From an optimization exercise on the open Yosys and OpenROAD flow, aimed at small area, a short achievable clock period and few clock cycles; shortcuts taken in it are not production practice. Where RTL was checked, it was by simulation tests only, not by an equivalence proof against the original.

Setup of cedar:
Design TPU, start of the top module:
module TPU
#(
    parameter ADDR_BITS = 12
)
(
    input  wire                  clk,
    input  wire                  rst_n,
    input  wire                  in_valid,
    input  wire [7:0]            K,
    input  wire [7:0]            M,
    input  wire [7:0]            N,
    output wire                  busy,
    output wire                  A_wr_en,
    output wire [ADDR_BITS-1:0]  A_index,
    output wire [31:0]           A_data_in,
    input  wire [31:0]           A_data_out,
    output wire                  B_wr_en,
    output wire [ADDR_BITS-1:0]  B_index,
    output wire [31:0]           B_data_in,
    input  wire [31:0]           B_data_out,
    output wire                  C_wr_en,
    output wire [ADDR_BITS-1:0]  C_index,
    output wire [127:0]          C_data_in,
    input  wire [127:0]          C_data_out
);
clock: 10.0 ns
lec_check: 0
cap_margin: 20
core_margin: 2
core_utilization: 65
cts_cluster_diameter: 60
cts_cluster_size: 30
place_density: 0.75
slew_margin: 20
synth_hierarchical: 1
standard.sh (not shown) runs the stock make flow with config.mk's settings and CLKGATE_MAP_FILE= SYNTH_SCRIPT=/design/flow/synth_recipe.tcl, a recipe that flattens the netlist after the stock synthesis.
==> flow/flow/run.sh <==
#!/bin/bash
# Layout: the standard ORFS flow, with timing repair asked to aim for a
# shorter period than the clock the design is constrained and signed off at,
# and the ports buffered with plain buffers.
set -euo pipefail
bash standard.sh \
    SETUP_SLACK_MARGIN=6.7 \
    "BUFFER_PORTS_ARGS=-buffer_cell sky130_fd_sc_hd__buf_4" \
    finish > standard_flow.log 2>&1
The final layout from cedar, which completed every stage, passed the timing, design-rule and antenna checks at the end of the flow.
Testbench counts of cedar, summed over its fixed seeds: cycles 75,978.
Setup changes, cedar to lagoon
diff --git a/flow/config.mk b/flow/config.mk
--- a/flow/config.mk
+++ b/flow/config.mk
@@ -9,6 +9,6 @@
 export CORE_MARGIN = 2
-export CORE_UTILIZATION = 65
-export CTS_CLUSTER_DIAMETER = 60
-export CTS_CLUSTER_SIZE = 30
-export PLACE_DENSITY = 0.75
+export CORE_UTILIZATION = 60
+export CTS_CLUSTER_DIAMETER = 70
+export CTS_CLUSTER_SIZE = 40
+export PLACE_DENSITY = 0.7
 export SLEW_MARGIN = 20
==> notes.md <==
The relative area change from synthesis to final layout of lagoon falls short of that of cedar by 0.74 points. lagoon ended up with a higher total number of tap cells than cedar did. lagoon packs its core more loosely than cedar. | final area | higher: cedar |. Summary: worst setup slack after layout, lagoon worse than cedar. Fraction of area in clock buffers and inverters (lagoon over cedar): decrease, 0.85 points. The sequential portion of the cell area reported for lagoon is greater than that of cedar by 0.18 points. lagoon ended up with a higher instance area at placement than cedar did. Against cedar, full die area in lagoon came out worse.
Relative to lagoon, the following input files were edited for nickel:
diff --git a/flow/config.mk b/flow/config.mk
--- a/flow/config.mk
+++ b/flow/config.mk
@@ -9,6 +9,5 @@
 export CORE_MARGIN = 2
-export CORE_UTILIZATION = 60
-export CTS_CLUSTER_DIAMETER = 70
-export CTS_CLUSTER_SIZE = 40
-export PLACE_DENSITY = 0.7
+export CORE_UTILIZATION = 50
+export CTS_CLUSTER_DIAMETER = 60
+export CTS_CLUSTER_SIZE = 30
 export SLEW_MARGIN = 20
--- outcome ---
The lower largest fanout on the critical path came out of nickel.
In nickel, the layout overhead on the synthesized area came out 2.9 points above the value in lagoon.
Multi-input combinational area share delta for nickel relative to lagoon: 1.5 points lower
Number of buffers created by CTS sits higher in nickel than in lagoon.
Storage element area: nickel > lagoon
Re fraction of area in registers: nickel and lagoon aren't equal, and the lower value belongs to nickel.
The maximum number of pins on one net before global-route repair of nickel exceeds that of lagoon by 1.8%.
Fraction of the cycle the final worst path needs came out higher on nickel than on lagoon.
Required time of the critical path essentially unchanged between nickel and lagoon.
What pepper does differently from nickel at the input level:
diff --git a/flow/flow/run.sh b/flow/flow/run.sh
--- a/flow/flow/run.sh
+++ b/flow/flow/run.sh
@@ -6,3 +6,3 @@
 bash standard.sh \
-    SETUP_SLACK_MARGIN=6.7 \
+    SETUP_SLACK_MARGIN=6.9 \
     "BUFFER_PORTS_ARGS=-buffer_cell sky130_fd_sc_hd__buf_4" \
diff --git a/flow/config.mk b/flow/config.mk
--- a/flow/config.mk
+++ b/flow/config.mk
@@ -9,5 +9,6 @@
 export CORE_MARGIN = 2
-export CORE_UTILIZATION = 50
+export CORE_UTILIZATION = 60
 export CTS_CLUSTER_DIAMETER = 60
 export CTS_CLUSTER_SIZE = 30
+export PLACE_DENSITY = 0.7
 export SLEW_MARGIN = 20
Results
Re vias per cell: pepper and nickel aren't equal, and the lower value belongs to nickel.
pepper vs nickel — post-route cell area rose 1000 sq um.
Number of well-tap cells placed for pepper: 352 down relative to nickel
Die area shrinks by more than 10% when moving from nickel to pepper.
On routed wire length per instance, the higher figure sits with pepper, not nickel.

========
Another version of the RTL of TPU (not shown whole).
==> flow/config.mk <==
export PLATFORM = sky130hd
export DESIGN_NAME = TPU
export DESIGN_NICKNAME = TPU
export VERILOG_FILES = /design/flow/design.v
export SDC_FILE = /design/flow/constraint.sdc
export NUM_CORES = 4
export LEC_CHECK = 0
export ABC_CLOCK_PERIOD_IN_PS = 1200
export CAP_MARGIN = 20
export CORE_MARGIN = 2
export CORE_UTILIZATION = 50
export SLEW_MARGIN = 20
export SYNTH_HIERARCHICAL = 1
==> flow/constraint.sdc <==
create_clock -name core_clock -period 10.0 [get_ports {clk}]
set_input_delay 2.0000 -clock core_clock [delete_from_list [all_inputs] [get_ports {clk}]]
set_output_delay 2.0000 -clock core_clock [all_outputs]
set_load 0.01 [all_outputs]
==> flow/flow/run.sh <==
#!/bin/bash
# Layout: the standard ORFS flow, with timing repair asked to aim for a
# shorter period than the clock the design is constrained and signed off at,
# and the ports buffered with plain buffers.
set -euo pipefail
bash standard.sh \
    SETUP_SLACK_MARGIN=6.7 \
    "BUFFER_PORTS_ARGS=-buffer_cell sky130_fd_sc_hd__buf_4" \
    finish > standard_flow.log 2>&1
The first run produced a clean layout.
Rerun with:
- ABC_CLOCK_PERIOD_IN_PS: 1200 -> 2500
After rerunning: Final cell count stays the same. Sequential cell count stays the same. Synthesized cell count stays the same. Wire length stays the same. Clock-buffer cell count does not change. Worst setup slack is unchanged.
Function was not checked in any run of this note: the RTL went through the layout flow alone.

========
RTL: one of the versions met above, not the one the previous note started from.
Size: roughly 6000 cells after synthesis, about 1100 flip-flops, ~450 I/O pins, about 70000 um^2 of cells after synthesis.
clock: 10.0 ns
lec_check: 0
abc_clock_period_in_ps: 2500
cap_margin: 20
core_margin: 2
core_utilization: 50
slew_margin: 20
synth_hierarchical: 1
Scripts as last shown in full above: flow/flow/run.sh
The first run produced a clean layout.
Testbench counts at the start, summed over its fixed seeds: cycles 75,978.
Next try:
ABC_CLOCK_PERIOD_IN_PS = unset   (was 2500)
CORE_UTILIZATION = 60   (was 50)
CTS_CLUSTER_DIAMETER = 60   (was unset)
CTS_CLUSTER_SIZE = 30   (was unset)
PLACE_DENSITY = 0.7   (was unset)
What happened: The new run produced a clean layout; maximum frequency came out higher by a few percent; routed wire length shrinks by a few percent; worst setup slack improved by 0.074 ns; hold slack gains 0.014 ns; non-clock buffer count decreases by 26.

## afterwards: timing with drivers on the ports
Ports are ideal in the flow. The routed layouts listed here were re-timed in OpenROAD. Step 1 sets driving cells, clkbuf_16 on the clock port and buf_2 on the other inputs (assumed; they add their load-dependent delay and slew). Step 2 moves the port delays by t, midway between the first and last clock arrival at a register: inputs arrive t later, outputs are due t later. That takes back most of the time a late clock gives input paths. a / b / c = ideal / step 1 / step 2; a / b = the first two.
run | t (ns) | setup slack, ns | slew at the worst register clock pin (ns)
cedar | 0.772 | 6.737 / 6.663 / 6.247 | 0.09 / 0.09
lagoon | 0.762 | 6.705 / 6.625 / 6.319 | 0.12 / 0.12
nickel | 0.809 | 6.647 / 6.567 / 6.256 | 0.10 / 0.10
pepper | 0.798 | 6.742 / 6.664 / 6.358 | 0.09 / 0.09
the first run of note 2 | 0.848 | 6.581 / 6.581 / 6.386 | 0.06 / 0.06
the second run of note 2 | 0.848 | 6.581 / 6.581 / 6.386 | 0.06 / 0.06
the first run of note 3 | 0.853 | 6.633 / 6.552 / 6.146 | 0.07 / 0.07
the second run of note 3 | 0.782 | 6.707 / 6.627 / 6.283 | 0.09 / 0.09
After both steps setup and hold are still met in every run listed. The setup slack of cedar, which loses most, moves by -0.074 ns with the drivers and by -0.490 ns with both steps.
